Context: an optimization exercise on an open-source flow, tuned for small area. The choices shown serve that exercise and are no tape-out recipe. At most, simulation tests tie the RTL to the original design; equivalence was not proved. Function not checked in runs 1, 3 and 5: the RTL went through the layout flow alone. In every run shown here, the design's own scripts or RTL, not TritonCTS, make the clock network. The clock port is modelled as an ideal driver, which makes a skipped or thinned clock tree look cheaper than it is; a real chip needs a root buffer or a tree. No activity file was given, so power comes from the tool's default toggle rates.

**flow/run.sh**
```bash
#!/bin/bash
# The standard ORFS layout (standard.sh) with changes that only affect which cells are
# chosen and how the clock is distributed:
#  - synthesis maps logic with an area-oriented abc script (flow/area.abc) and leaves adders
#    as plain gates for abc (no half/full adder cells); registers are untouched;
#  - port buffers use the smallest buffer cell;
#  - the clock port drives three (four if needed for slew) leaf clock buffers, one per register cluster
#    (flow/manual_cts.tcl), instead of a root buffer and four leaves.
set -euo pipefail
here=$PWD
export BUFFER_PORTS_ARGS="-buffer_cell sky130_fd_sc_hd__buf_1"
export ADDER_MAP_FILE=
export AREA_ABC_SCRIPT=$here/flow/area.abc
export FLOW_SYNTH_TCL=$here/synth_recipe.tcl
export PRE_CTS_TCL=$here/flow/manual_cts.tcl
export MANUAL_CLK_K=3
export MANUAL_CLK_MAX_SLEW=0.105
export MANUAL_CLKBUF=sky130_fd_sc_hd__clkbuf_8
sed "s|SYNTH_SCRIPT=[^ ]*|SYNTH_SCRIPT=$here/flow/synth_area.tcl|" standard.sh > standard_area_synth.sh
bash standard_area_synth.sh synth > synth_flow.log 2>&1
bash standard.sh > standard_flow.log 2>&1
```
**flow/area.abc**
```
strash; ifraig; scorr; dc2; dc2; dch -f; amap; strash; dc2; dch -f; amap; strash; dch -f; amap; topo
```
**flow/manual_clk.tcl**
```tcl
# Clock distribution for a small design (run before CTS, see manual_cts.tcl): the clock port
# drives K leaf clock buffers (K <= 4), each driving one cluster of clock sinks; clusters by
# k-means on the sink locations, each buffer placed at its cluster's centre. K starts at
# MANUAL_CLK_K and grows (up to 4) while the estimated worst clock-pin slew is above
# MANUAL_CLK_MAX_SLEW (ns).
proc manual_clk_build { K } {
  set block [ord::get_db_block]
  set clknet [[$block findBTerm clk] getNet]
  set master [[ord::get_db] findMaster $::env(MANUAL_CLKBUF)]
  set its {}
  foreach it [$clknet getITerms] {
    set bb [[$it getInst] getBBox]
    lappend its [list $it [expr {([$bb xMin] + [$bb xMax]) / 2.0}] [expr {([$bb yMin] + [$bb yMax]) / 2.0}]]
  }
  set its [lsort -real -index 1 $its]
  set n [llength $its]
  set cs {}
  for {set k 0} {$k < $K} {incr k} {
    set e [lindex $its [expr {int(($k + 0.5) * $n / $K)}]]
    lappend cs [list [lindex $e 1] [lindex $e 2]]
  }
  for {set iter 0} {$iter < 50} {incr iter} {
    set asg {}
    foreach e $its {
      set best 0; set bd 1e30
      for {set k 0} {$k < $K} {incr k} {
        set c [lindex $cs $k]
        set d [expr {abs([lindex $e 1] - [lindex $c 0]) + abs([lindex $e 2] - [lindex $c 1])}]
        if {$d < $bd} { set bd $d; set best $k }
      }
      lappend asg $best
    }
    set ncs {}
    for {set k 0} {$k < $K} {incr k} {
      set sx 0; set sy 0; set m 0
      foreach e $its a $asg {
        if {$a == $k} { set sx [expr {$sx + [lindex $e 1]}]; set sy [expr {$sy + [lindex $e 2]}]; incr m }
      }
      if {$m > 0} { lappend ncs [list [expr {$sx / $m}] [expr {$sy / $m}]] } else { lappend ncs [lindex $cs $k] }
    }
    set cs $ncs
  }
  set made {}
  for {set k 0} {$k < $K} {incr k} {
    set inst [odb::dbInst_create $block $master clkbuf_leaf_$k]
    set net [odb::dbNet_create $block clknet_leaf_$k]
    $net setSigType CLOCK
    [$inst findITerm A] connect $clknet
    [$inst findITerm X] connect $net
    set m 0
    foreach e $its a $asg {
      if {$a == $k} { set it [lindex $e 0]; $it disconnect; $it connect $net; incr m }
    }
    set c [lindex $cs $k]
    $inst setLocation [expr {int([lindex $c 0])}] [expr {int([lindex $c 1])}]
    $inst setPlacementStatus PLACED
    lappend made [list $inst $net $m]
  }
  return $made
}

proc manual_clk_undo { made } {
  set block [ord::get_db_block]
  set clknet [[$block findBTerm clk] getNet]
  foreach e $made {
    lassign $e inst net m
    foreach it [$net getITerms] { if {[$it getInst] ne $inst} { $it disconnect; $it connect $clknet } }
    odb::dbInst_destroy $inst
    odb::dbNet_destroy $net
  }
}

proc manual_clk_worst_slew { } {
  estimate_parasitics -placement
  set worst 0
  foreach pin [get_pins -hierarchical */CLK] {
    set s [get_property $pin slew_max]
    if {$s > $worst} { set worst $s }
  }
  return $worst
}

set K $::env(MANUAL_CLK_K)
while 1 {
  set made [manual_clk_build $K]
  set_propagated_clock [all_clocks]
  set w [manual_clk_worst_slew]
  puts "manual clock tree: $K leaf buffers ($::env(MANUAL_CLKBUF)), sinks [lmap e $made {lindex $e 2}], estimated worst clock-pin slew $w ns"
  if {$w <= $::env(MANUAL_CLK_MAX_SLEW) || $K >= 4} { break }
  manual_clk_undo $made
  incr K
}
```
**flow/manual_cts.tcl**
```tcl
# PRE_CTS_TCL hook: the design has only a few dozen registers, so instead of TritonCTS's
# H-tree (a root buffer and four leaf buffers) the clock port drives a few leaf buffers
# directly, one per cluster of registers. The rest of ORFS's cts step (legalisation, timing
# repair) runs as usual.
source [file join [file dirname [info script]] manual_clk.tcl]
set_propagated_clock [all_clocks]
proc clock_tree_synthesis { args } {
  puts "clock tree: built by flow/manual_clk.tcl, TritonCTS not run"
}
```
**flow/synth_area.tcl**
```tcl
# The standard synthesis (synth_recipe.tcl, sourced unchanged below) with one change:
# abc maps the logic with an area-oriented script (flow/area.abc) instead of ORFS's
# abc_speed/abc_area script. Registers are untouched by abc, so their names and cells stay
# those of the standard synthesis.
proc abc {args} {
  set i [lsearch -exact $args -script]
  if { $i >= 0 } { lset args [expr { $i + 1 }] $::env(AREA_ABC_SCRIPT) }
  yosys abc {*}$args
}
source $::env(FLOW_SYNTH_TCL)
```
**standard.sh**
```bash
#!/bin/bash
# synth_recipe.tcl (not shown) runs the flow's synth.tcl, then flattens the netlist and writes it again
# the make line also repeats each setting of config.mk as NAME=value (left out here)
make -C /OpenROAD-flow-scripts/flow DESIGN_CONFIG=/design/flow/config.mk WORK_HOME=/design/flow/orfs CLKGATE_MAP_FILE= SYNTH_SCRIPT=/design/flow/synth_recipe.tcl "${@:-finish}"
```
**config.mk**
```make
export PLATFORM = sky130hd
export DESIGN_NAME = Top_Circuit
export DESIGN_NICKNAME = Top_Circuit
export VERILOG_FILES = /design/flow/design.v
export SDC_FILE = /design/flow/constraint.sdc
export NUM_CORES = 4
export LEC_CHECK = 0
export CAP_MARGIN = 0
export CORE_MARGIN = 2
export CORE_UTILIZATION = 40
export GPL_TIMING_DRIVEN = 0
export PLACE_DENSITY = 0.6
export SLEW_MARGIN = 0
```
**constraint.sdc**
```tcl
create_clock -name core_clock -period 5.0 [get_ports {clk}]
set_input_delay 1.0000 -clock core_clock [delete_from_list [all_inputs] [get_ports {clk}]]
set_output_delay 1.0000 -clock core_clock [all_outputs]
set_load 0.01 [all_outputs]
```
**design.v**
```verilog
module Top_Circuit(clk, rst, start, start_addr, end_addr, max_diff, busy, scl, sda_out, sda_oe, sda_in);
input clk, rst, start;
input [7:0] start_addr, end_addr;
output [7:0] max_diff;
output busy;
output reg scl, sda_out, sda_oe;
input sda_in;
localparam IDLE = 3'd0,   
           IDLEB = 3'd4,  
           F0 = 3'd1,     
           F1 = 3'd2,     
           F23 = 3'd3,    
           RX = 3'd5,     
           STOP = 3'd6,   
           STOPF = 3'd7;  
reg [2:0] sg;
reg [5:0] c;
reg wp;                   
reg [7:0] sr, ia, mn, mx;
reg [7:0] diff, ia_inc;
reg [5:0] c_inc;
reg lte, sr_le_y, cy;
wire [7:0] y = c[1] ? mx : mn;
integer k;
always @* begin
	cy = 1'b1;
	for (k = 0; k < 8; k = k + 1) begin
		diff[k] = mx[k] ^ ~mn[k] ^ cy;
		cy = (mx[k] & ~mn[k]) | (cy & (mx[k] ^ ~mn[k]));
	end
	cy = 1'b1;
	for (k = 0; k < 8; k = k + 1) begin
		ia_inc[k] = ia[k] ^ cy;
		cy = cy & ia[k];
	end
	cy = 1'b1;
	for (k = 0; k < 6; k = k + 1) begin
		c_inc[k] = c[k] ^ cy;
		cy = cy & c[k];
	end
	lte = 1'b1; sr_le_y = ~c[1];
	for (k = 0; k < 8; k = k + 1) begin
		lte = (~ia[k] & end_addr[k]) | (~ia[k] & lte) | (end_addr[k] & lte);
		sr_le_y = (~sr[k] & y[k]) | (~sr[k] & sr_le_y) | (y[k] & sr_le_y);
	end
end
assign max_diff = wp ? diff : 8'd0;
wire [2:0] kb = c[4:2];
wire devbit = (kb == 3'd0) || (kb == 3'd2) || (kb == 3'd6) || (kb == 3'd7 && sg == F23);
reg busy_c;
wire idle = (sg[1:0] == 2'b00);
assign busy = (sg == IDLEB) || !(idle || (sg == F0 && c == 6'd55) || (sg == STOPF && c == 6'd6));
always @* begin
	scl = 1'b1; sda_oe = 1'b1; sda_out = 1'b1;
	busy_c = 1'b1;
	case (sg)
		IDLE, IDLEB: busy_c = 1'b0;
		F0, F1, F23: begin
			if (!c[5]) begin
				scl = c[1];
				sda_out = (sg == F1) ? (wp | sr[7]) : (sg == F23 && wp) ? sr[7] : devbit;
			end else if (c[4]) begin
				sda_out = (c < 6'd62);
			end else begin
				sda_oe = 1'b0;
				scl = (c == 6'd35) || (c == 6'd36) || (sg == F23 && !wp && c == 6'd37);
			end
		end
		RX: begin
			if (c[5]) begin
				if (c == 6'd50) begin scl = 1'b0; sda_oe = 1'b0; end
			end else if (c == 6'd28) begin scl = 1'b1; sda_out = 1'b0; end
			else if (c == 6'd29) begin scl = 1'b0; sda_out = 1'b0; end
			else begin scl = 1'b0; sda_oe = 1'b0; end
		end
		default: begin
			case (c)
				6'd0, 6'd4: sda_out = 1'b0;
				6'd2: scl = 1'b0;
				6'd5, 6'd6: busy_c = (sg != STOPF);
				default: ;
			endcase
		end
	endcase
end
wire rx_shift = (sg == RX) && !c[5] && !c[0] && (c >= 6'd2) && (c <= 6'd16);
wire tx_shift = ((sg == F1 && !wp) || (sg == F23 && wp)) && !c[5] && (c[1:0] == 2'b11);
always @(posedge clk) begin
	if (idle) wp <= 1'b0;
	else if (sg == RX && c == 6'd53) wp <= 1'b1;
	if (idle) sr <= start_addr;
	else if (sg == F1 && wp) sr <= diff;
	else if (rx_shift || tx_shift) sr <= {sr[6:0], sda_in};
	if (sg == F0 && c == 6'd55) ia <= start_addr;
	if (idle) begin
		mn <= 8'hFF; mx <= 8'h00;
	end else if (sg == RX && c == 6'd17 && lte) begin
		ia <= ia_inc;
		if (sr_le_y) mn <= sr;
	end else if (sg == RX && c == 6'd18 && !sr_le_y) mx <= sr;
	if (rst) begin
		sg <= busy_c ? IDLEB : IDLE;
	end else begin
		c <= c_inc;
		case (sg)
			IDLE, IDLEB: begin
				c <= 6'd55;
				sg <= start ? F0 : IDLE;
			end
			F0: if (c == 6'd38) begin sg <= F1; c <= 6'd0; end
			F1: if (!wp && c == 6'd38) begin sg <= F23; c <= 6'd61; end
			    else if (wp && c == 6'd39) begin sg <= F23; c <= 6'd0; end
			F23: if (c == 6'd38) begin
				if (wp) begin sg <= STOPF; c <= 6'd0; end
				else begin sg <= RX; c <= 6'd1; end
			end
			RX: begin
				if (c == 6'd17 && !lte) c <= 6'd50;
				if (c == 6'd29) c <= 6'd0;
				if (c == 6'd54) begin sg <= STOP; c <= 6'd0; end
			end
			STOP: if (c == 6'd5) begin sg <= F0; c <= 6'd61; end
			STOPF: if (c == 6'd6) c <= 6'd6;
			default: ;
		endcase
	end
end
endmodule
```
==> results list, run 1 <==
- Outcome: no timing/DRC/antenna violations
- Summed over all nets, wire length on met2 after detailed routing comes to about 3600 µm.
* Remaining global-route overflow: 0
- The floorplan step set the die height to approximately 86 µm.
- Adding up every negative setup slack in the final design gives 0 ps.
- Number of nets with antenna violations after detailed routing: 0
- Net switching share of the total power: a little under half
- Wl on met1: about 3600 µm
- Number of input and output port buffers inserted: 31
* Fraction of layout instances using a drive strength above 1: about 1.2%
- The tool flagged a number of max-cap violations equal to 0.
* # Post-CTS Setup Buffers: 0
- Post-Route Utilization: 46.0%
* Final critical delay including setup and external delays: approximately 4200 ps
- Drt first pass iters: 5
* Min setup slack post-route: 822 ps
- The later pin in the worst-skew pair is clocked with a latency of around 150 ps.
- Synthesized instance count: between 300 and 400
- Sequential cells were found to cover 38.0% of the synthesized design area.
- Yosys top cell area share: between 10% and 20%
* Total count of hold-check failures in the final report: 0
- From synthesis to final layout, the design area changed by 10.3%.
- With fillers left out, the area of the finished cells amounts to about 2900 µm².
- Number of diodes: 0
- Cell leakage power: approximately 0.96 nW
- Maximum clock rate: around 0.24 GHz
- In the detailed route, the total length drawn on met3 is roughly 490 µm.
- Maximum number of pins on one net before global-route repair: 21
* DIE AREA: about 7300 µm²
- Maximum fanout along the worst path: 10
- Cell internal power was estimated by the tool at around 0.85 mW.
- RSZ-0062 raised after global routing: false
* Synth top cells by count: sky130_fd_sc_hd__nor2_1, sky130_fd_sc_hd__clkinv_1, sky130_fd_sc_hd__o21ai_0
* Cell area reported after detailed placement: between 2000 and 3000 µm²
* Residual DRC count: 0
- In this run, synthesis produced a sequential element count of 42.
* Worst Setup Path Type: input pin to flop
- Clock network fraction of total power: about a tenth
- First-pass GRT wire length: 13000 µm
* WP data arrival: between 4000 and 5000 ps
- Share of synthesized registers carrying an async set or reset: 0%
* IR drop worst, VDD: approximately 310 µV
- Initial antenna violation count: 0
* Fraction of power consumed by combinational cells: just over 50%
- After synthesis the cells add up to 2660 µm².
* Critical path startpoint category: input pin
- Post-CTS resize count: 0
* Total number of placement rows: 29
- Dividing the detail-routed via count by the number of cells gives roughly 6.
- In this run, the number of DRC markers left after iteration 0 of detailed routing was roughly 200.
- Net switching component of the power: between 0.7 and 0.8 mW
- Area of the core: 6390 µm²
* Critical path required time: between 5000 and 6000 ps
* Final layout net count: ~430
- For this block, the routed nets add up to ~7900 µm of wire.
- Cell with the most instances after synthesis: sky130_fd_sc_hd__nor2_1
- CTS hold repair buffers: 0
- Post-Route Skew: between 20 and 30 ps
- The initial utilization of the core area, before any placement, comes to 41.7%.
* Slew at the pin with the worst max-slew slack: roughly 1300 ps
- Clock-pin slew was measured on the worst setup and hold paths at about 90 ps.
- Placed wire-length estimate after detailed placement: ~5900 µm
* Number of warnings reported in the yosys synthesis log: 1
- Setup violations remaining at the end of the flow were counted as 0.
* Combined global-route utilization of all metal layers: about a fifth
* EDFF count, synth: 17
- Dividing the final minimum period by the clock period gives about 84%.
- Top Metal Used: met4
- Relative slew slack: 15.8%
* Post-Synthesis Net Count: a little under 400
* Post-placement setup slack: about 680 ps
- PwrDens: roughly 550 nW/µm²
* Average footprint of a synthesized cell: around 7.2 µm²
- Of all cell types, the one taking the most synthesized area is sky130_fd_sc_hd__edfxtp_1.
- After synthesis, the cell types taking the most area are sky130_fd_sc_hd__edfxtp_1, sky130_fd_sc_hd__dfxtp_1, sky130_fd_sc_hd__nor2_1, sky130_fd_sc_hd__clkinv_1, sky130_fd_sc_hd__o21ai_0.
- Main synth FF type: sky130_fd_sc_hd__dfxtp_1
- The floorplan step set the die width to about 86 µm.
- The congestion estimate from routability-driven global placement came to roughly 0.94.
- Total number of vias: about 2900
- After detailed routing, the average wire length per cell comes to 16.2 µm.
- Final Max Slew Viols: 0
- The synthesized netlist contains 30 unique library cells.
* Number of global-route vias before repair: 2695
* I/O Pins: 32
* Sort of element at the end of the critical path: flop
* Worst hold-check path type: flop to flop
* Power share of the sequential group: between 30% and 40%
-- layout by cell type, fill, tap and decap left out, types with 2 or more instances in the layout --
| cell type | Yosys | routed |
|---|---|---|
| sky130_fd_sc_hd__nor4_1 | 3 | 3 |
| sky130_fd_sc_hd__a31oi_1 | 6 | 6 |
| sky130_fd_sc_hd__edfxtp_1 | 17 | 17 |
| sky130_fd_sc_hd__buf_1 | 0 | 31 |
| sky130_fd_sc_hd__a221oi_1 | 10 | 10 |
| sky130_fd_sc_hd__nor2b_1 | 2 | 2 |
| sky130_fd_sc_hd__nand4_1 | 3 | 3 |
| sky130_fd_sc_hd__or2_0 | 3 | 3 |
| sky130_fd_sc_hd__nor3_1 | 12 | 12 |
| sky130_fd_sc_hd__o21ai_0 | 39 | 39 |
| sky130_fd_sc_hd__clkbuf_8 | 0 | 4 |
| sky130_fd_sc_hd__o22ai_1 | 20 | 20 |
| sky130_fd_sc_hd__o211ai_1 | 3 | 3 |
| sky130_fd_sc_hd__o221ai_1 | 11 | 11 |
| sky130_fd_sc_hd__a22oi_1 | 14 | 14 |
| sky130_fd_sc_hd__nor2_1 | 77 | 77 |
| sky130_fd_sc_hd__a21oi_1 | 21 | 21 |
| sky130_fd_sc_hd__dfxtp_1 | 25 | 25 |
| sky130_fd_sc_hd__o32ai_1 | 3 | 3 |
| sky130_fd_sc_hd__clkinv_1 | 63 | 63 |
| sky130_fd_sc_hd__nand2_1 | 28 | 28 |
-- routing by layer --
metal,vias to the layer above,GRT usage (%)
met3,20,1.92
met1,1318,29.7
li1,1437,-
met4,0,5.19
met2,117,35.9
met5,-,0
-- sequential cells by signal (all words and copies together) (netlist names) --
register	count
sr	8
c	6
wp	1
ia	8
mn	8
mx	8
sg	3
-- worst paths after layout --
check                      start            endpoint  depth (start not counted)  slack (ps)
max reg2reg  sg[0]$_SDFFCE_PP0P_  mn[2]$_SDFFE_PP1P_                         10        1060
max                  end_addr[1]  mn[2]$_SDFFE_PP1P_                         12         820
min reg2reg   mx[3]$_SDFFE_PP0P_  mx[3]$_SDFFE_PP0P_                          2         490
min           mx[3]$_SDFFE_PP0P_  mx[3]$_SDFFE_PP0P_                          2         490
-- power by group through the flow --
stage	Combinational [mW]	Clock (mW)	Sequential [mW]
6_report	0.825	0.167	0.628
5_1_grt	0.928	0.185	0.642
4_1_cts	0.806	0.169	0.623
3_5_place_dp	0.804	0	0.630
3_3_place_gp	0.809	0	0.631
2_1_floorplan	0.604	0	0.587
-- cell families after synthesis --
kind of cell | after synthesis | synth area share (%)
AO/OA/AOI/OAI | 136 | 33.0
buffers and inverters | 63 | 8.89
AND/OR/NAND/NOR | 130 | 20.1
flip-flops | 42 | 38.0
-- critical path, stage by stage --
cell and delay, ps:
sky130_fd_sc_hd__buf_1 80, sky130_fd_sc_hd__or2_0 110, sky130_fd_sc_hd__a222oi_1 60, sky130_fd_sc_hd__o21ai_0 220
sky130_fd_sc_hd__a31oi_1 120, sky130_fd_sc_hd__nor3_1 200, sky130_fd_sc_hd__a21oi_1 80, sky130_fd_sc_hd__nor2_1 510
sky130_fd_sc_hd__clkinv_1 470, sky130_fd_sc_hd__nor2_1 680, sky130_fd_sc_hd__clkinv_1 430, sky130_fd_sc_hd__o221ai_1 250
-- stage by stage --
step / power, mW / hold slack [ps] / std cells
final: 1.62 / 489 / 484
after global placement: 1.44 / 475 / 479
after CTS: 1.60 / 495 / 483
after floorplan: 1.19 / 452 / 371
after detailed placement: 1.43 / 480 / 479
after global routing: 1.76 / 514 / 484
-- area by class of cell --
cell class	count	area, µm²
Timing Repair Buffer	32	124
Fill cell	691	3450
Inverter	63	236
Sequential cell	42	1010
Multi-Input combinational cell	266	1410
Tap cell	77	96.3
Buffer	4	55.1
==> run 2: changes to the inputs <==
--- a/design.v
+++ b/design.v
@@ -4,3 +4,3 @@
 output [7:0] max_diff;
-output busy;
+output reg busy;
 output reg scl, sda_out, sda_oe;
@@ -8,3 +8,2 @@
 localparam IDLE = 3'd0,   
-           IDLEB = 3'd4,  
            F0 = 3'd1,     
@@ -12,5 +11,5 @@
            F23 = 3'd3,    
-           RX = 3'd5,     
-           STOP = 3'd6,   
-           STOPF = 3'd7;  
+           RX = 3'd4,     
+           STOP = 3'd5,   
+           STOPF = 3'd6;  
 reg [2:0] sg;
@@ -50,4 +49,2 @@
 reg busy_c;
-wire idle = (sg[1:0] == 2'b00);
-assign busy = (sg == IDLEB) || !(idle || (sg == F0 && c == 6'd55) || (sg == STOPF && c == 6'd6));
 always @* begin
@@ -56,3 +53,3 @@
 	case (sg)
-		IDLE, IDLEB: busy_c = 1'b0;
+		IDLE: busy_c = 1'b0;
 		F0, F1, F23: begin
@@ -79,3 +76,3 @@
 				6'd2: scl = 1'b0;
-				6'd5, 6'd6: busy_c = (sg != STOPF);
+				6'd5: busy_c = (sg != STOPF);
 				default: ;
@@ -88,5 +85,6 @@
 always @(posedge clk) begin
-	if (idle) wp <= 1'b0;
+	busy <= busy_c;
+	if (sg == IDLE) wp <= 1'b0;
 	else if (sg == RX && c == 6'd53) wp <= 1'b1;
-	if (idle) sr <= start_addr;
+	if (sg == IDLE) sr <= start_addr;
 	else if (sg == F1 && wp) sr <= diff;
@@ -94,3 +92,3 @@
 	if (sg == F0 && c == 6'd55) ia <= start_addr;
-	if (idle) begin
+	if (sg == IDLE) begin
 		mn <= 8'hFF; mx <= 8'h00;
@@ -101,3 +99,3 @@
 	if (rst) begin
-		sg <= busy_c ? IDLEB : IDLE;
+		sg <= IDLE;
 	end else begin
@@ -105,5 +103,5 @@
 		case (sg)
-			IDLE, IDLEB: begin
+			IDLE: begin
 				c <= 6'd55;
-				sg <= start ? F0 : IDLE;
+				if (start) sg <= F0;
 			end
@@ -122,3 +120,3 @@
 			STOP: if (c == 6'd5) begin sg <= F0; c <= 6'd61; end
-			STOPF: if (c == 6'd6) c <= 6'd6;
+			STOPF: if (c == 6'd5) c <= 6'd5;
 			default: ;
==> flow/area.abc (replaced) <==
strash; dc2; dc2; dch -f; amap; strash; dc2; dch -f; amap; strash; dc2; dch -f; amap; topo
==> results list, run 2 <==
* # Post-CTS Setup Buffers: 0 (unchanged)
- Tcrit/Tclk final: 81.0% (-2.6 points)
* Residual DRC count: 0 (unchanged)
- The highest clock rate came to 0.247 GHz (+3.2%).
* Post-placement setup slack: 945 ps (+270 ps)
- Commonest cells after routing, fill and taps aside: sky130_fd_sc_hd__nor2_1, sky130_fd_sc_hd__clkinv_1, sky130_fd_sc_hd__nand2_1
- Remaining global-route overflow: 0 (unchanged)
- Share of synthesized registers carrying an async set or reset: 0% (unchanged)
- The overall routed net length came to 6890 µm (-12%).
* Final Max Slew Viols: 0 (unchanged)
- Cell breakdown of the critical path: clkinv_1 > nor2_1 > clkinv_1 > nor2_1 > nand2_1 > nor4_1 > clkinv_1 > a22oi_1 > o22ai_1
- The worst setup path is of the flop to flop kind.
- Initial antenna violation count: 0 (unchanged)
- Maximum fanout along the worst path: 14 (+4)
- The horizontal die dimension was 84.4 µm (-1.3%).
- Min setup slack post-route: 949 ps (+128 ps)
- Post-Route Skew: 1.52 ps (-24.7 ps)
- The initial core utilization came to 41.0% (-0.67 points).
- Critical path startpoint category: flop
- Outcome: no timing/DRC/antenna violations
* Total number of placement rows: 29 (unchanged)
* Slowest cell on crit path: sky130_fd_sc_hd__nor4_1
* Cell area reported after detailed placement: 2810 µm² (-2.3%)
- Maximum number of pins on one net before global-route repair: 17 (-19%)
* Final critical delay including setup and external delays: 4050 ps (-128 ps)
- The area share of the largest cell type after synthesis was 22.4% (+3.2 points).
- The required time of the worst setup path is 5000 ps (-50 ps).
- The largest total area in the synthesized netlist belongs to sky130_fd_sc_hd__dfxtp_1.
- PwrDens: 555 nW/µm² (+0.54%)
* Post-Route Utilization: 45.1% (-0.86 points)
- Number of global-route vias before repair: 2431 (-9.8%)
* Number of input and output port buffers inserted: 31 (unchanged)
- Hold WS: 491 ps (+1.99 ps)
- I/O Pins: 32 (unchanged)
- Among all flip-flop cells after synthesis, the most frequent one is sky130_fd_sc_hd__dfxtp_1.
- Final layout net count: 398 (-7.2%)
- Number of flip-flops and latches in the synthesized netlist: 43 (+2.4%)
* Cell with the most instances after synthesis: sky130_fd_sc_hd__nor2_1
- The total inserted antenna cells came to 0 (unchanged).
* Number of warnings reported in the yosys synthesis log: 1 (unchanged)
* Combined global-route utilization of all metal layers: 19.8% (-1.5 points)
- The average cell area after synthesis is 7.57 µm² (+5.5%).
- Relative slew slack: 15.1% (-0.76 points)
- The final-layout setup total negative slack came to 0 ps (unchanged).
- The clock edge transition at the registers on the reported setup and hold paths is 90 ps (about the same).
- Largest stage delay on the critical path: 1020 ps (+340 ps)
* Latest clock arrival within the worst-skew pair: 150 ps (about the same)
- The detailed-placement wirelength estimate was 5380 µm (-8.5%).
* DRT iter0 DRCs: 202 (-0.49%)
* Mapped cell area: 2590 µm² (-2.7%)
* Synth-to-Final Area Change: 10.1%
* CP dominant cell by count: sky130_fd_sc_hd__clkinv_1
- The full die area came to 7130 µm² (-2.6%).
* EDFF count, synth: 14 (-3)
* Worst hold-check path type: flop to flop
* Vias per cell: 5.85 (-2.0%)
- The first-pass iteration count of the detailed router came to 5 (unchanged).
- The total vias in the final route came to 2652 (-8.3%).
- Yosys attributes the largest share of cell area to sky130_fd_sc_hd__dfxtp_1, sky130_fd_sc_hd__edfxtp_1, sky130_fd_sc_hd__nor2_1, sky130_fd_sc_hd__clkinv_1, sky130_fd_sc_hd__o21ai_0.
- The number of cells upsized or downsized after cts is 0 (unchanged).
* Number of nets with antenna violations after detailed routing: 0 (unchanged)
* Sort of element at the end of the critical path: flop
* WP buf/inv: 3 (unchanged)
* Max-capacitance violation count: 0 (unchanged)
* Final setup fails: 0 (unchanged)
- Part of the Yosys area used for sequential elements: 38.7% (+0.68 points)
- The net count of the mapped netlist is 362 (-7.4%).
- The library cell used most frequently in the layout, excluding fill and tap cells, is sky130_fd_sc_hd__nor2_1.
* Total count of hold-check failures in the final report: 0 (unchanged)
- Final cell area excluding filler cells: 2850 µm² (-3.0%)
- The unique cell type count in the Yosys netlist was 33 (+10%).
- By count the netlist is led by sky130_fd_sc_hd__nor2_1, sky130_fd_sc_hd__clkinv_1, sky130_fd_sc_hd__nand2_1.
- The area of the core is 6310 µm² (-1.1%).
- Synthesized instance count: 342 (-7.8%)
* Kind of cell adding the most delay to the critical path: simple AND/OR/NAND/NOR gates
* Fraction of layout instances using a drive strength above 1: 1.06% (-0.16 points)
- CTS hold repair buffers: 0 (unchanged)
- Cell leakage power: 0.905 nW (-5.6%)
- Final GP Congestion: 0.905 (-4.0%)
- Die Y-Extent: 84.4 µm (-1.3%)
- The data arrival time of the critical path came to 4050 ps (-180 ps).
- IR drop worst, VDD: 268 µV (-15%)
* RSZ-0062 raised after global routing: false
- The global-route wire length before repair was 12000 µm (-7.4%).
- Routed length per placed instance: 15.2 µm (-6.4%)
- The transition time at the pin with the least slew margin came to 1260 ps (+9.40 ps).
-- run 2: cells by family after synthesis --
kind of cell           synth area share, %
and+or+nand+nor                       17.4
buffers and inverters                 7.83
AOI/OAI and AO/OA                     36.1
DFF                                   38.7
-- run 2: final timing paths --
kind                       start       endpoint  slack, ps  depth (start not counted)
setup reg to reg  c[1]$_DFFE_PN_  ia[2]$_DFF_P_        950                          9
hold / removal     ia[0]$_DFF_P_  ia[0]$_DFF_P_        490                          1
setup / recovery  c[1]$_DFFE_PN_  ia[2]$_DFF_P_        950                          9
hold reg to reg    ia[0]$_DFF_P_  ia[0]$_DFF_P_        490                          1
-- run 2: where the power goes --
group | total [mW] | internal, mW | switching, mW | leakage, nW
logic | 0.808 | 0.282 | 0.525 | 0.511
registers | 0.625 | 0.511 | 0.114 | 0.373
clock network | 0.148 | 0.0556 | 0.0922 | 0.0216
-- run 2: through the flow --
stage	cells	power, mW
floorplan	342	1.21
CTS	453	1.58
detailed placement	450	1.43
finish	453	1.58
global placement	450	1.43
global route	453	1.73
-- run 2: cell type report --
| class | count | area [µm²] |
|---|---|---|
| fillers | 664 | 3470 |
| multi-input cells | 245 | 1390 |
| flip-flops and latches | 43 | 1000 |
| inverters | 54 | 203 |
| repair buffers | 31 | 116 |
| well taps | 77 | 96.3 |
| plain buffers | 3 | 41.3 |
-- run 2: worst register-to-register path: stages, from the launching register on --
cell,delay [ps]
sky130_fd_sc_hd__edfxtp_1,660
sky130_fd_sc_hd__clkinv_1,450
sky130_fd_sc_hd__nor2_1,270
sky130_fd_sc_hd__clkinv_1,160
sky130_fd_sc_hd__nor2_1,240
sky130_fd_sc_hd__nand2_1,120
sky130_fd_sc_hd__nor4_1,1020
sky130_fd_sc_hd__clkinv_1,560
sky130_fd_sc_hd__a22oi_1,310
sky130_fd_sc_hd__o22ai_1,100
-- run 2: per-layer routing --
metal	up-vias	global-route usage, %	share of wire [%]
met5	-	0	0
li1	1364	-	-
met1	1212	30.6	49
met4	0	1.73	0.97
met2	72	32.0	45
met3	4	0.885	4.8
==> run 3: changes to the inputs <==
--- a/design.v
+++ b/design.v
@@ -82,4 +82,4 @@
 end
-wire rx_shift = (sg == RX) && !c[5] && !c[0] && (c >= 6'd2) && (c <= 6'd16);
-wire tx_shift = ((sg == F1 && !wp) || (sg == F23 && wp)) && !c[5] && (c[1:0] == 2'b11);
+wire rx_shift = (sg == RX) && !c[0];
+wire tx_shift = (sg == F1 || sg == F23) && (c[1:0] == 2'b11);
 always @(posedge clk) begin
==> flow/area.abc (replaced) <==
strash; ifraig; scorr; dc2; dc2; dch -f; amap; strash; &get -n; &st; &synch2; &put; dch -f; amap; strash; dch -f; amap; topo
==> results list, run 3 <==
- Dominant cell type by area after synthesis: sky130_fd_sc_hd__dfxtp_1
- The register share of total power was 40.7% (+1.2 points).
* Adder and majority gate portion of the synthesized area: 0% (unchanged)
- The first-pass iteration count of the detailed router came to 5 (unchanged).
- Fraction of the mapped netlist area in compound gates: 29.6% (-6.5 points)
- Routed length per placed instance: 16.1 µm (+5.6%)
- Critical path required time: 4740 ps (-260 ps)
* Hold WS: 481 ps (-10.3 ps)
- DIE AREA: 7180 µm² (+0.69%)
* Filler cells: 682 (+2.7%)
- The power dissipated by switching net loads came to 0.695 mW (-4.9%).
- Clock network fraction of total power: 10.9% (+1.5 points)
- Relative slew slack: 15.9% (+0.87 points)
* Clock-pin slew on the worst setup and hold paths: 70 ps (-20 ps)
- The worst setup path is launched from a flop.
- Synth top cells by count: sky130_fd_sc_hd__nor2_1, sky130_fd_sc_hd__clkinv_1, sky130_fd_sc_hd__a21oi_1
- Post-Route Skew: 26.8 ps (+25.3 ps)
* DIE WIDTH: 84.7 µm (+0.34%)
- The DRC marker count from the first detailed-route iteration came to 174 (-14%).
* Yosys top cell area share: 22.3% (-0.16 points)
- The net count of the mapped netlist is 387 (+6.9%).
* Leading cell types by total area after synthesis: sky130_fd_sc_hd__dfxtp_1, sky130_fd_sc_hd__edfxtp_1, sky130_fd_sc_hd__nor2_1, sky130_fd_sc_hd__clkinv_1, sky130_fd_sc_hd__a21oi_1
- The highest clock rate was 0.224 GHz (-9.2%).
* Total number of placement rows: 29 (unchanged)
* Fraction of layout instances using a drive strength above 1: 1.24% (+0.18 points)
* PwrDens: 522 nW/µm² (-6.0%)
- Number of global-route vias before repair: 2700 (+11%)
* Latest clock arrival within the worst-skew pair: 150 ps (about the same)
* CTS hold repair buffers: 0 (unchanged)
- Post-CTS resize count: 0 (unchanged)
- Sort of element at the end of the critical path: flop
* Maximum number of pins on one net before global-route repair: 19 (+2)
* Number of diodes: 0 (unchanged)
- The number of nets in the layout came to 424 (+6.5%).
- Simple-gate share of the synthesized area: 23.7% (+6.3 points)
* # Post-CTS Setup Buffers: 0 (unchanged)
- The cell area after synthesis came to 2610 µm² (+0.73%).
* Reg-to-Reg End: sr[4]$_DFFE_PP_
- Maximum fanout along the worst path: 18 (+4)
* Mux cell area share after synthesis: 0% (unchanged)
- Tcrit/Tclk final: 89.2% (+8.2 points)
* RSZ-0062 raised after global routing: false
- Number of flip-flops and latches in the synthesized netlist: 43 (unchanged)
- The number of antenna violations at the first check in global routing is 0 (unchanged).
- Flop-to-flop setup slack: 540 ps (-410 ps)
- Number of warnings reported in the yosys synthesis log: 1 (unchanged)
- Remaining global-route overflow: 0 (unchanged)
- WP data arrival: 4200 ps (+150 ps)
- IR drop worst, VDD: 245 µV (-8.6%)
- The combinational group share of total power came to 48.3% (-2.8 points).
- The unique cell type count in the Yosys netlist is 31 (-6.1%).
- The library cell used most frequently in the layout, excluding fill and tap cells, is sky130_fd_sc_hd__nor2_1.
- Total number of vias: 2786 (+5.1%)
* Worst hold-check path type: flop to flop
* I/O Pins: 32 (unchanged)
- By area, the combinational part of the netlist is dominated by compound AO/OA/AOI/OAI gates.
- The worst hold path terminates at ia[7]$_DFF_P_.
- The remaining antenna violation count is 0 (unchanged).
* Initial Utilization: 41.3% (+0.30 points)
- The global-route wire length before repair is 13100 µm (+9.5%).
* Number of cells in the design after placement: 475 (+5.6%)
- The internal portion of total power is 0.807 mW (-4.9%).
- R2R Path Start: sg[0]$_SDFFE_PP0P_
- The placer's final routability congestion estimate came to 0.925 (+2.2%).
- The number of design rule violations left after detail routing is 0 (unchanged).
* Cell leakage power: 0.924 nW (+2.2%)
- Commonest cells after routing, fill and taps aside: sky130_fd_sc_hd__nor2_1, sky130_fd_sc_hd__clkinv_1, sky130_fd_sc_hd__a21oi_1
- Final Max Slew Viols: 0 (unchanged)
* Share of synthesized registers carrying an async set or reset: 0% (unchanged)
- Max-capacitance violation count: 0 (unchanged)
- Cell with the most instances after synthesis: sky130_fd_sc_hd__nor2_1
- The height of the chip was 84.7 µm (+0.34%).
- The final-layout setup total negative slack was 0 ps (unchanged).
* Average footprint of a synthesized cell: 7.10 µm² (-6.1%)
* Worst hold path startpoint: ia[7]$_DFF_P_
- The synthesized netlist cell count was 367 (+7.3%).
- The area of the core is 6310 µm² (unchanged).
- The overall track demand over capacity in global routing was 21.7% (+1.9 points).
- EDFF count, synth: 14 (unchanged)
* Outcome: no timing/DRC/antenna violations
* Vias per cell: 5.82 (-0.65%)
* Placed wire-length estimate after detailed placement: 5950 µm (+11%)
- By startpoint and endpoint, the worst setup path is classified as flop to flop.
- Final critical delay including setup and external delays: 4460 ps (+408 ps)
- The final count of negative-setup-slack endpoints was 0 (unchanged).
- The depth of the worst hold-timing path was 1 (unchanged).
* DRT Wirelength: 7690 µm (+12%)
- Slew at the pin with the worst max-slew slack: 1260 ps (-6.07 ps)
* Count of placed standard cells in the final layout, fillers left out: 479 (+5.7%)
- Xor and xnor area share after synthesis: 0% (unchanged)
- Total count of hold-check failures in the final report: 0 (unchanged)
* Net switching share of the total power: 46.3% (about the same)
- Part of the Yosys area used for sequential elements: 38.4% (-0.28 points)
- The most used flip-flop cell after synthesis is sky130_fd_sc_hd__dfxtp_1.
- The number of port buffers came to 31 (unchanged).
- Worst r2r path cells: 7 (-2)
* Synth-to-Final Area Change: 10.5%
==> run 3: power by group through the flow <==
stage	Combinational (mW)	Clock, mW	Sequential, mW
floorplan	0.529	0	0.583
global placement	0.710	0	0.614
detailed placement	0.714	0	0.615
CTS	0.718	0.164	0.608
global route	0.826	0.179	0.628
finish	0.726	0.164	0.612
==> run 3: cell type report <==
| type | instances | area, µm² | share of cell area [%] |
|---|---|---|---|
| Multi-Input combinational cell | 266 | 1390 | 48.4 |
| Sequential cell | 43 | 1000 | 34.8 |
| Inverter | 58 | 218 | 7.56 |
| Timing Repair Buffer | 31 | 116 | 4.04 |
| Tap cell | 77 | 96.3 | 3.34 |
| Buffer | 4 | 55.1 | 1.91 |
==> run 3: metal layers <==
metal	vias to the layer above	track usage (%)	share of wire, %
met4	0	3.61	1.0
met1	1285	32.8	50
met5	-	0	0
li1	1408	-	-
met2	86	34.3	43
met3	7	1.97	5.9
==> run 3: worst max path at each step <==
| stage | start | end | slack [ps] | cells past startpoint |
|---|---|---|---|---|
| detailed placement | sg[0]$_SDFFE_PP0P_ | sr[1]$_DFFE_PP_ | 600 | 7 |
| global route | sg[0]$_SDFFE_PP0P_ | sr[4]$_DFFE_PP_ | 190 | 7 |
| CTS | sg[0]$_SDFFE_PP0P_ | sr[6]$_DFFE_PP_ | 530 | 7 |
| finish | sg[0]$_SDFFE_PP0P_ | sr[4]$_DFFE_PP_ | 540 | 7 |
| floorplan | mn[0]$_SDFFE_PP1P_ | max_diff[6] | 2040 | 13 |
| global placement | sg[0]$_SDFFE_PP0P_ | sr[2]$_DFFE_PP_ | 610 | 7 |
==> run 3: metrics by stage <==
step / area (µm²) / utilization, % / worst slack [ps] / power [mW]
after detailed placement: 2820 / 44.6 / 602 / 1.33
final: 2880 / 45.6 / 541 / 1.50
after CTS: 2870 / 45.5 / 530 / 1.49
after global placement: 2820 / 44.6 / 609 / 1.32
after global routing: 2880 / 45.6 / 192 / 1.63
after floorplan: 2610 / - / 2040 / 1.11
==> run 3: critical path, stage by stage, from the launching register on <==
cell and delay [ps]:
sky130_fd_sc_hd__dfxtp_1 400, sky130_fd_sc_hd__nor2_1 440, sky130_fd_sc_hd__clkinv_1 290, sky130_fd_sc_hd__nor2_1 1000, sky130_fd_sc_hd__clkinv_1 910, sky130_fd_sc_hd__nand2_1 510, sky130_fd_sc_hd__a21oi_1 70, sky130_fd_sc_hd__o21ai_0 440
==> run 3: kinds of logic (layout without fill, tap and decap cells) <==
family,after synthesis,count (layout)
simple gates,148,148
buf+inv,58,93
flops,43,43
compound gates,118,118
==> run 4: changes to the inputs <==
--- a/design.v
+++ b/design.v
@@ -62,3 +62,3 @@
 				sda_oe = 1'b0;
-				scl = (c == 6'd35) || (c == 6'd36) || (sg == F23 && !wp && c == 6'd37);
+				scl = (c[2:0] == 3'd3) || (c[2:0] == 3'd4) || (sg == F23 && !wp && c[2:0] == 3'd5);
 			end
@@ -67,5 +67,4 @@
 			if (c[5]) begin
-				if (c == 6'd50) begin scl = 1'b0; sda_oe = 1'b0; end
-			end else if (c == 6'd28) begin scl = 1'b1; sda_out = 1'b0; end
-			else if (c == 6'd29) begin scl = 1'b0; sda_out = 1'b0; end
+				if (!c[2] && !c[0]) begin scl = 1'b0; sda_oe = 1'b0; end
+			end else if (c[4:2] == 3'b111) begin scl = !c[0]; sda_out = 1'b0; end
 			else begin scl = 1'b0; sda_oe = 1'b0; end
@@ -73,8 +72,5 @@
 		default: begin
-			case (c)
-				6'd0, 6'd4: sda_out = 1'b0;
-				6'd2: scl = 1'b0;
-				6'd5: busy_c = (sg != STOPF);
-				default: ;
-			endcase
+			if (c[1:0] == 2'b00) sda_out = 1'b0;
+			if (c[1:0] == 2'b10) scl = 1'b0;
+			if (c[2] && c[0]) busy_c = (sg != STOPF);
 		end
@@ -87,3 +83,3 @@
 	if (sg == IDLE) wp <= 1'b0;
-	else if (sg == RX && c == 6'd53) wp <= 1'b1;
+	else if (sg == RX && c[5] && c[2] && c[0]) wp <= 1'b1;
 	if (sg == IDLE) sr <= start_addr;
@@ -91,3 +87,3 @@
 	else if (rx_shift || tx_shift) sr <= {sr[6:0], sda_in};
-	if (sg == F0 && c == 6'd55) ia <= start_addr;
+	if (sg == F0 && c[5:3] == 3'b110) ia <= start_addr;
 	if (sg == IDLE) begin
@@ -107,6 +103,6 @@
 			end
-			F0: if (c == 6'd38) begin sg <= F1; c <= 6'd0; end
-			F1: if (!wp && c == 6'd38) begin sg <= F23; c <= 6'd61; end
-			    else if (wp && c == 6'd39) begin sg <= F23; c <= 6'd0; end
-			F23: if (c == 6'd38) begin
+			F0: if (c[5:4] == 2'b10 && c[2:0] == 3'b110) begin sg <= F1; c <= 6'd0; end
+			F1: if (!wp && c[5:4] == 2'b10 && c[2:0] == 3'b110) begin sg <= F23; c <= 6'd61; end
+			    else if (wp && c[5:4] == 2'b10 && c[2:0] == 3'b111) begin sg <= F23; c <= 6'd0; end
+			F23: if (c[5:4] == 2'b10 && c[2:0] == 3'b110) begin
 				if (wp) begin sg <= STOPF; c <= 6'd0; end
@@ -116,7 +112,7 @@
 				if (c == 6'd17 && !lte) c <= 6'd50;
-				if (c == 6'd29) c <= 6'd0;
-				if (c == 6'd54) begin sg <= STOP; c <= 6'd0; end
+				if (!c[5] && c[4:2] == 3'b111 && c[0]) c <= 6'd0;
+				if (c[5] && c[2] && c[1]) begin sg <= STOP; c <= 6'd0; end
 			end
-			STOP: if (c == 6'd5) begin sg <= F0; c <= 6'd61; end
-			STOPF: if (c == 6'd5) c <= 6'd5;
+			STOP: if (c[2] && c[0]) begin sg <= F0; c <= 6'd61; end
+			STOPF: if (c[2] && c[0]) c <= 6'd5;
 			default: ;
==> flow/area.abc (replaced) <==
strash; ifraig; scorr; dc2; dc2; dch -f; amap; strash; dc2; dch -f; map -a; strash; dch -f; amap; topo
==> results list, run 4 <==
- The detailed-placement wirelength estimate is 5360 µm (-10%).
- Number of input and output port buffers inserted: 31 (unchanged)
- Among all flip-flop cells after synthesis, the most frequent one is sky130_fd_sc_hd__dfxtp_1.
- Setup repair after global routing left no endpoint under its margin.
- EDFF count, synth: 14 (unchanged)
* Routed length per placed instance: 15.8 µm (-1.9%)
* Synthesized instance count: 336 (-8.4%)
- IR drop worst, VDD: 239 µV (-2.5%)
- Initial antenna violation count: 0 (unchanged)
* Cell leakage power: 0.889 nW (-3.8%)
* # Post-CTS Setup Buffers: 0 (unchanged)
- Drt first pass iters: 5 (unchanged)
- Post-Route Skew: 28.0 ps (+1.19 ps)
- The area of the core came to 6240 µm² (-1.1%).
* Critical path startpoint category: flop
- The number of warning messages in the yosys log came to 1 (unchanged).
- R2R Path Start: c[1]$_DFFE_PN_
- Latest clock arrival within the worst-skew pair: 150 ps (about the same)
- Post-synth cell types: 30 (-3.2%)
* Mapped cell area: 2540 µm² (-2.7%)
* Worst hold path startpoint: mx[6]$_SDFFE_PP0P_
* First-pass GRT wire length: 12000 µm (-8.6%)
- The initial core utilization is 40.6% (-0.64 points).
* Final Max Slew Viols: 0 (unchanged)
- Total number of vias: 2667 (-4.3%)
- Most common cell after layout, fill and taps aside: sky130_fd_sc_hd__clkinv_1
* WP data arrival: 4320 ps (+120 ps)
* Setup TNS: 0 ps (unchanged)
* Final GP Congestion: 0.934 (+0.96%)
* Number of flip-flops and latches in the synthesized netlist: 43 (unchanged)
- The height of the chip was 83.6 µm (-1.3%).
- The synthesized design spends more area on one cell type than any other, namely sky130_fd_sc_hd__dfxtp_1.
* Residual DRC count: 0 (unchanged)
- The top cell types in the final layout, fill and taps aside, are sky130_fd_sc_hd__clkinv_1, sky130_fd_sc_hd__nor2_1, sky130_fd_sc_hd__o21ai_0.
- Final critical delay including setup and external delays: 4270 ps (-192 ps)
* Total count of hold-check failures in the final report: 0 (unchanged)
- Average footprint of a synthesized cell: 7.55 µm² (+6.3%)
- Maximum number of pins on one net before global-route repair: 23 (+4)
- Worst r2r path cells: 12 (+5)
- The post-synthesis async set-or-reset flop share was 0% (unchanged).
* Final layout net count: 393 (-7.3%)
* Reg-to-Reg End: mx[2]$_SDFFE_PP0P_
* Relative slew slack: 18.7% (+2.8 points)
- Worst hold-check path type: flop to flop
- Maximum fanout along the worst path: 16 (-2)
- The area share of the largest cell type after synthesis came to 22.9% (+0.62 points).
- The I/O pin count is 32 (unchanged).
- The flow ran to the end and the layout has no timing, DRC or antenna violations.
- Combined global-route utilization of all metal layers: 20.1% (-1.6 points)
- Max-capacitance violation count: 0 (unchanged)
- Post-CTS resize count: 0 (unchanged)
- Synth top cells by count: sky130_fd_sc_hd__clkinv_1, sky130_fd_sc_hd__nor2_1, sky130_fd_sc_hd__o21ai_0
* PwrDens: 581 nW/µm² (+11%)
- The final-layout worst hold slack was 493 ps (+11.7 ps).
- Post-Synthesis Net Count: 356 (-8.0%)
- Leading cell types by total area after synthesis: sky130_fd_sc_hd__dfxtp_1, sky130_fd_sc_hd__edfxtp_1, sky130_fd_sc_hd__clkinv_1, sky130_fd_sc_hd__nor2_1, sky130_fd_sc_hd__o22ai_1
- The depth of the worst hold-timing path was 2 (+1).
- Number of nets with antenna violations after detailed routing: 0 (unchanged)
* Final setup fails: 0 (unchanged)
* Maximum clock rate: 0.234 GHz (+4.5%)
* Filler cells: 665 (-2.5%)
* Slew at the pin with the worst max-slew slack: 1210 ps (-48.6 ps)
- Worst Setup Path Type: flop to flop
* Number of global-route vias before repair: 2402 (-11%)
- DRT iter0 DRCs: 268 (+54%)
* Tcrit/Tclk final: 85.3% (-3.8 points)
- The overall routed net length came to 7060 µm (-8.2%).
* Synth-to-Final Area Change: 10.7%
- The ratio of cells with drive above 1 in the final layout is 1.35% (+0.10 points).
- The hold-fix buffer count after cts was 0 (unchanged).
- Critical path required time: 5050 ps (+310 ps)
* Cell with the most instances after synthesis: sky130_fd_sc_hd__clkinv_1
- Flop-to-flop setup slack: 730 ps (+190 ps)
- Vias per cell: 5.95 (+2.4%)
* Hold Path End: mx[6]$_SDFFE_PP0P_
- Number of diodes: 0 (unchanged)
- Total number of placement rows: 29 (unchanged)
* DIE WIDTH: 83.6 µm (-1.3%)
- Part of the Yosys area used for sequential elements: 39.5% (+1.1 points)
* Sort of element at the end of the critical path: flop
- Clock-pin slew on the worst setup and hold paths: 90 ps (+20 ps)
- Remaining global-route overflow: 0 (unchanged)
- DIE AREA: 6990 µm² (-2.6%)
-- run 4: cell count changes after synthesis, sizes merged, moves of 3 or more --
| cell | before | now |
|---|---|---|
| nor2 | 86 | 53 |
| o21ai | 20 | 32 |
| nor3 | 20 | 9 |
| a21oi | 34 | 24 |
| a222oi | 3 | 10 |
| o22ai | 19 | 26 |
| o221ai | 11 | 5 |
| a221oi | 9 | 4 |
| nand2 | 25 | 22 |
| o221a | 0 | 3 |
-- run 4: worst max-delay path by stage --
| stage | start | endpoint | slack, ps | cells past startpoint |
|---|---|---|---|---|
| 3_5_place_dp | c[1]$_DFFE_PN_ | mx[2]$_SDFFE_PP0P_ | 870 | 12 |
| 6_report | c[1]$_DFFE_PN_ | mx[2]$_SDFFE_PP0P_ | 730 | 12 |
| 5_1_grt | c[1]$_DFFE_PN_ | mx[2]$_SDFFE_PP0P_ | 540 | 12 |
| 3_3_place_gp | c[1]$_DFFE_PN_ | mx[2]$_SDFFE_PP0P_ | 900 | 12 |
| 2_1_floorplan | end_addr[0] | mn[6]$_SDFFE_PP1P_ | 1740 | 12 |
| 4_1_cts | c[1]$_DFFE_PN_ | mx[2]$_SDFFE_PP0P_ | 850 | 12 |
-- run 4: area by class of cell --
type / instances / area, µm² / area share [%]
buffer: 4 / 55.1 / 1.96
inverter: 60 / 225 / 8.02
multi-input combinational: 233 / 1310 / 46.8
sequential: 43 / 1000 / 35.7
tap: 77 / 96.3 / 3.43
timing repair buffer: 31 / 116 / 4.15
-- run 4: where the power goes --
group / internal, mW / total [mW] / switching (mW) / leakage (nW)
registers: 0.513 / 0.656 / 0.142 / 0.376
logic: 0.287 / 0.806 / 0.519 / 0.485
clock network: 0.0732 / 0.168 / 0.0943 / 0.0288
-- run 4: kinds of logic after synthesis --
family          after synthesis  synth area share, %
buf+inv                      60                 8.88
simple gates                 99                 16.4
compound gates              134                 35.2
flops                        43                 39.5
-- run 4: stage by stage --
| step | cells | worst slack [ps] | power [mW] | area, µm² | util, % |
|---|---|---|---|---|---|
| floorplan | 336 | 1740 | 1.22 | 2540 | - |
| global placement | 444 | 901 | 1.46 | 2750 | 44.0 |
| detailed placement | 444 | 873 | 1.46 | 2750 | 44.1 |
| CTS | 448 | 848 | 1.62 | 2810 | 45.0 |
| global route | 448 | 538 | 1.78 | 2810 | 45.0 |
| finish | 448 | 733 | 1.63 | 2810 | 45.0 |
-- run 4: metal layers --
layer,wire length (µm),up-vias,GRT usage (%)
met5,0,-,0
met4,89,0,3.37
met3,350,10,1.78
met2,3040,75,29.7
met1,3580,1254,32.3
li1,-,1328,-
-- run 4: worst max-delay path, stage by stage, from the launching register on --
cell and delay, ps:
sky130_fd_sc_hd__edfxtp_1 730, sky130_fd_sc_hd__clkinv_1 450, sky130_fd_sc_hd__o22ai_1 270, sky130_fd_sc_hd__nand2_1 80
sky130_fd_sc_hd__o211ai_1 90, sky130_fd_sc_hd__o211ai_1 110, sky130_fd_sc_hd__o221ai_1 80, sky130_fd_sc_hd__a222oi_1 90
sky130_fd_sc_hd__o21ai_0 160, sky130_fd_sc_hd__o21ai_0 140, sky130_fd_sc_hd__nor4_1 930, sky130_fd_sc_hd__clkinv_1 610
sky130_fd_sc_hd__a221oi_1 440
==> run 5: changes to the inputs <==
--- a/design.v
+++ b/design.v
@@ -8,8 +8,8 @@
 localparam IDLE = 3'd0,   
-           F0 = 3'd1,     
-           F1 = 3'd2,     
-           F23 = 3'd3,    
-           RX = 3'd4,     
-           STOP = 3'd5,   
-           STOPF = 3'd6;  
+           F0 = 3'd5,     
+           F1 = 3'd6,     
+           F23 = 3'd7,    
+           RX = 3'd1,     
+           STOP = 3'd2,   
+           STOPF = 3'd3;  
 reg [2:0] sg;
==> flow/area.abc (replaced) <==
strash; ifraig; scorr; dc2; dc2; dch -f; amap; strash; dc2; dch -f; amap; strash; dch -f; amap; topo
==> results list, run 5 <==
* Remaining global-route overflow: 0 (unchanged)
* Vias per cell: 6.06 (+1.8%)
* # Post-CTS Setup Buffers: 0 (unchanged)
- The remaining antenna violation count came to 0 (unchanged).
* IR drop worst, VDD: 439 µV (+84%)
- Total number of vias: 2769 (+3.8%)
- Commonest cells after routing, fill and taps aside: sky130_fd_sc_hd__nor2_1, sky130_fd_sc_hd__clkinv_1, sky130_fd_sc_hd__o21ai_0
* Post-synth cell types: 26 (-13%)
* Tcrit/Tclk final: 82.4% (-2.9 points)
* Final layout net count: 404 (+2.8%)
* Critical path required time: 5050 ps (about the same)
- Maximum number of pins on one net before global-route repair: 20 (-13%)
- Leaving out fill and tap cells, the most frequent cell in the layout is sky130_fd_sc_hd__nor2_1.
- The total power was 1.66 mW (+2.0%).
- Share of synthesized registers carrying an async set or reset: 0% (unchanged)
- Post-Synthesis Net Count: 366 (+2.8%)
- The placer's final routability congestion estimate was 0.921 (-1.5%).
- The worst hold path belongs to the class flop to flop.
* DIE WIDTH: 83.5 µm (-0.14%)
- Max-capacitance violation count: 0 (unchanged)
- The total count of hold-check failures in the final report came to 0 (unchanged).
- The number of design rule violations left after detail routing was 0 (unchanged).
- Number of diodes: 0 (unchanged)
- WP data arrival: 4170 ps (-150 ps)
- Final Max Slew Viols: 0 (unchanged)
- The worst relative slew slack was 42.6% (+24 points).
* Number of warnings reported in the yosys synthesis log: 1 (unchanged)
- Latest clock arrival within the worst-skew pair: 160 ps (about the same)
- I/O Pins: 32 (unchanged)
* Total number of placement rows: 28 (-3.4%)
- The average cell area after synthesis is 7.31 µm² (-3.2%).
- Maximum clock rate: 0.243 GHz (+3.6%)
- Sort of element at the end of the critical path: flop
- By area the synthesized netlist is led by sky130_fd_sc_hd__dfxtp_1, sky130_fd_sc_hd__edfxtp_1, sky130_fd_sc_hd__nor2_1, sky130_fd_sc_hd__o22ai_1, sky130_fd_sc_hd__o21ai_0.
- The overall track demand over capacity in global routing came to 19.7% (-0.44 points).
- Area of the core: 6030 µm² (-3.4%)
* Fraction of layout instances using a drive strength above 1: 1.57% (+0.22 points)
- The DRC marker count from the first detailed-route iteration came to 184 (-31%).
- The number of port buffers was 31 (unchanged).
- The number of antenna violations at the first check in global routing is 0 (unchanged).
* Clock-pin slew on the worst setup and hold paths: 110 ps (+20 ps)
* Maximum fanout along the worst path: 15 (-1)
* Placed wire-length estimate after detailed placement: 5410 µm (+0.98%)
- Final setup fails: 0 (unchanged)
* Worst Setup Path Type: input pin to flop
- Final critical delay including setup and external delays: 4120 ps (-147 ps)
- Cell with the most instances after synthesis: sky130_fd_sc_hd__nor2_1
* Slew at the pin with the worst max-slew slack: 861 ps (-347 ps)
- The count of flip-flops with a built-in enable after synthesis is 14 (unchanged).
- Setup TNS: 0 ps (unchanged)
* Outcome: no timing/DRC/antenna violations
* Synthesized instance count: 346 (+3.0%)
- The share of the yosys chip area belonging to registers came to 39.6% (+0.12 points).
- The initial core utilization was 42.0% (+1.3 points).
- The power density of the placed cells came to 592 nW/µm² (+2.0%).
- The worst setup skew after layout is 59.1 ps (+31.0 ps).
- The area growth from synthesis to layout is 11.0%.
* Drt first pass iters: 5 (unchanged)
- Routed length per placed instance: 15.9 µm (+0.66%)
- Sorting the synthesized cells by how often they occur yields sky130_fd_sc_hd__nor2_1, sky130_fd_sc_hd__clkinv_1, sky130_fd_sc_hd__o21ai_0.
- The full die area is 6970 µm² (-0.27%).
* Yosys top cell area share: 23.0% (+0.068 points)
* CTS hold repair buffers: 0 (unchanged)
* Number of flip-flops and latches in the synthesized netlist: 43 (unchanged)
- The global-route wire length before repair was 11700 µm (-2.4%).
- Critical path startpoint category: input pin
* Cell leakage power: 0.906 nW (+1.9%)
- The number of cells upsized or downsized after cts was 0 (unchanged).
* Main synth FF type: sky130_fd_sc_hd__dfxtp_1
* Dominant cell type by area after synthesis: sky130_fd_sc_hd__dfxtp_1
- The overall routed net length is 7250 µm (+2.7%).
- The cell area after synthesis was 2530 µm² (-0.30%).
* Number of global-route vias before repair: 2466 (+2.7%)
- RSZ-0062 raised after global routing: false
- Die Y-Extent: 83.5 µm (-0.14%)
==> run 5: changes by cell type in the layout (fill, tap and decap cells not counted), sizes merged, moves of 4 or more <==
cell	delta
nand3	-4
a222oi	-8
a21oi	-9
o21ai	+10
nor2	+11
clkinv	-5
o22ai	+10
a221oi	+5
a22oi	+8
==> run 5: where the power goes <==
part	leakage (nW)	total [mW]	switching, mW	internal [mW]
clock network	0.0288	0.164	0.0911	0.0727
logic	0.503	0.846	0.562	0.284
registers	0.374	0.653	0.135	0.518
==> run 5: cell families after synthesis <==
logic type / Yosys count / synth area share, %
AOI/OAI and AO/OA: 135 / 33.5
and+or+nand+nor: 113 / 18.7
buffers and inverters: 55 / 8.16
DFF: 43 / 39.6
==> run 5: final timing paths <==
check / start / end / slack [ps] / depth (start not counted)
max: end_addr[1] / mn[0]$_SDFFE_PP1P_ / 880 / 14
min: mx[0]$_SDFFE_PP0P_ / mx[0]$_SDFFE_PP0P_ / 490 / 2
max reg2reg: sg[0]$_SDFFE_PP0P_ / mn[0]$_SDFFE_PP1P_ / 1300 / 9
min reg2reg: mx[0]$_SDFFE_PP0P_ / mx[0]$_SDFFE_PP0P_ / 490 / 2
==> run 5: routing by layer <==
| layer | routed length [µm] | global-route usage [%] | vias up |
|---|---|---|---|
| met4 | 116 | 3.96 | 0 |
| li1 | - | - | 1360 |
| met1 | 3440 | 28.5 | 1283 |
| met2 | 3190 | 32.1 | 113 |
| met3 | 499 | 1.98 | 13 |
| met5 | 0 | 0 | - |
==> run 5: stage by stage <==
stage / setup WS, ps / hold WS, ps / util [%] / cell area, µm² / cells
global route: 435 / 522 / 46.6 / 2810 / 457
CTS: 375 / 486 / 46.4 / 2790 / 456
global placement: 224 / 461 / 45.5 / 2740 / 452
detailed placement: 177 / 468 / 45.5 / 2740 / 452
floorplan: 1340 / 444 / - / 2530 / 346
finish: 880 / 490 / 46.6 / 2810 / 457
==> run 5: area by class of cell <==
class	count	area (µm²)
inverter	55	206
fill	641	3220
sequential	43	1000
timing repair buffer	32	124
buffer	4	55.1
multi-input combinational	248	1330
tap	75	93.8
==> run 5: worst max-delay path, stage by stage <==
cell and delay [ps]:
sky130_fd_sc_hd__buf_1 90, sky130_fd_sc_hd__o22ai_1 80, sky130_fd_sc_hd__a31oi_1 170, sky130_fd_sc_hd__a221oi_1 70
sky130_fd_sc_hd__nor2_1 110, sky130_fd_sc_hd__a221oi_1 50, sky130_fd_sc_hd__nor3_1 190, sky130_fd_sc_hd__a21oi_1 90
sky130_fd_sc_hd__nor3_2 580, sky130_fd_sc_hd__clkinv_1 350, sky130_fd_sc_hd__nor2_1 610, sky130_fd_sc_hd__clkinv_1 450
sky130_fd_sc_hd__o22ai_1 260, sky130_fd_sc_hd__nand2_1 70

## afterwards: timing with drivers on the ports
In the flow no input, the clock included, has a driving cell. The finished layouts below were timed again as built, in two steps.
Step 1 (the two cells are an assumption about what drives the block):
set clk [get_ports {clk}]
set_driving_cell -lib_cell sky130_fd_sc_hd__clkbuf_16 $clk
set_driving_cell -lib_cell sky130_fd_sc_hd__buf_2 [delete_from_list [all_inputs] $clk]
Step 2 also shifts input and output timing later by t, the mid clock arrival at the registers, as if the neighbouring blocks saw the same clock.
Three values: ideal, step 1, step 2; two values: the first two.
| run | shift t [ns] | slack for setup (ns) | worst setup path at the end | slew at the worst register clock pin (ns) |
|---|---|---|---|---|
| run 1 | 0.199 | 0.822 / 0.859 / 0.660 | input to register | 0.09 / 0.09 |
| run 2 | 0.201 | 0.949 / 0.950 / 0.950 | register to register | 0.09 / 0.09 |
| run 3 | 0.191 | 0.541 / 0.541 / 0.541 | register to register | 0.09 / 0.09 |
| run 4 | 0.195 | 0.733 / 0.733 / 0.733 | register to register | 0.09 / 0.09 |
| run 5 | 0.197 | 0.880 / 0.919 / 0.722 | input to register | 0.11 / 0.11 |
After both steps every run listed still meets setup and hold. For run 1, which loses most, drivers alone change the setup slack by +0.037 ns; drivers and shift together by -0.162 ns.
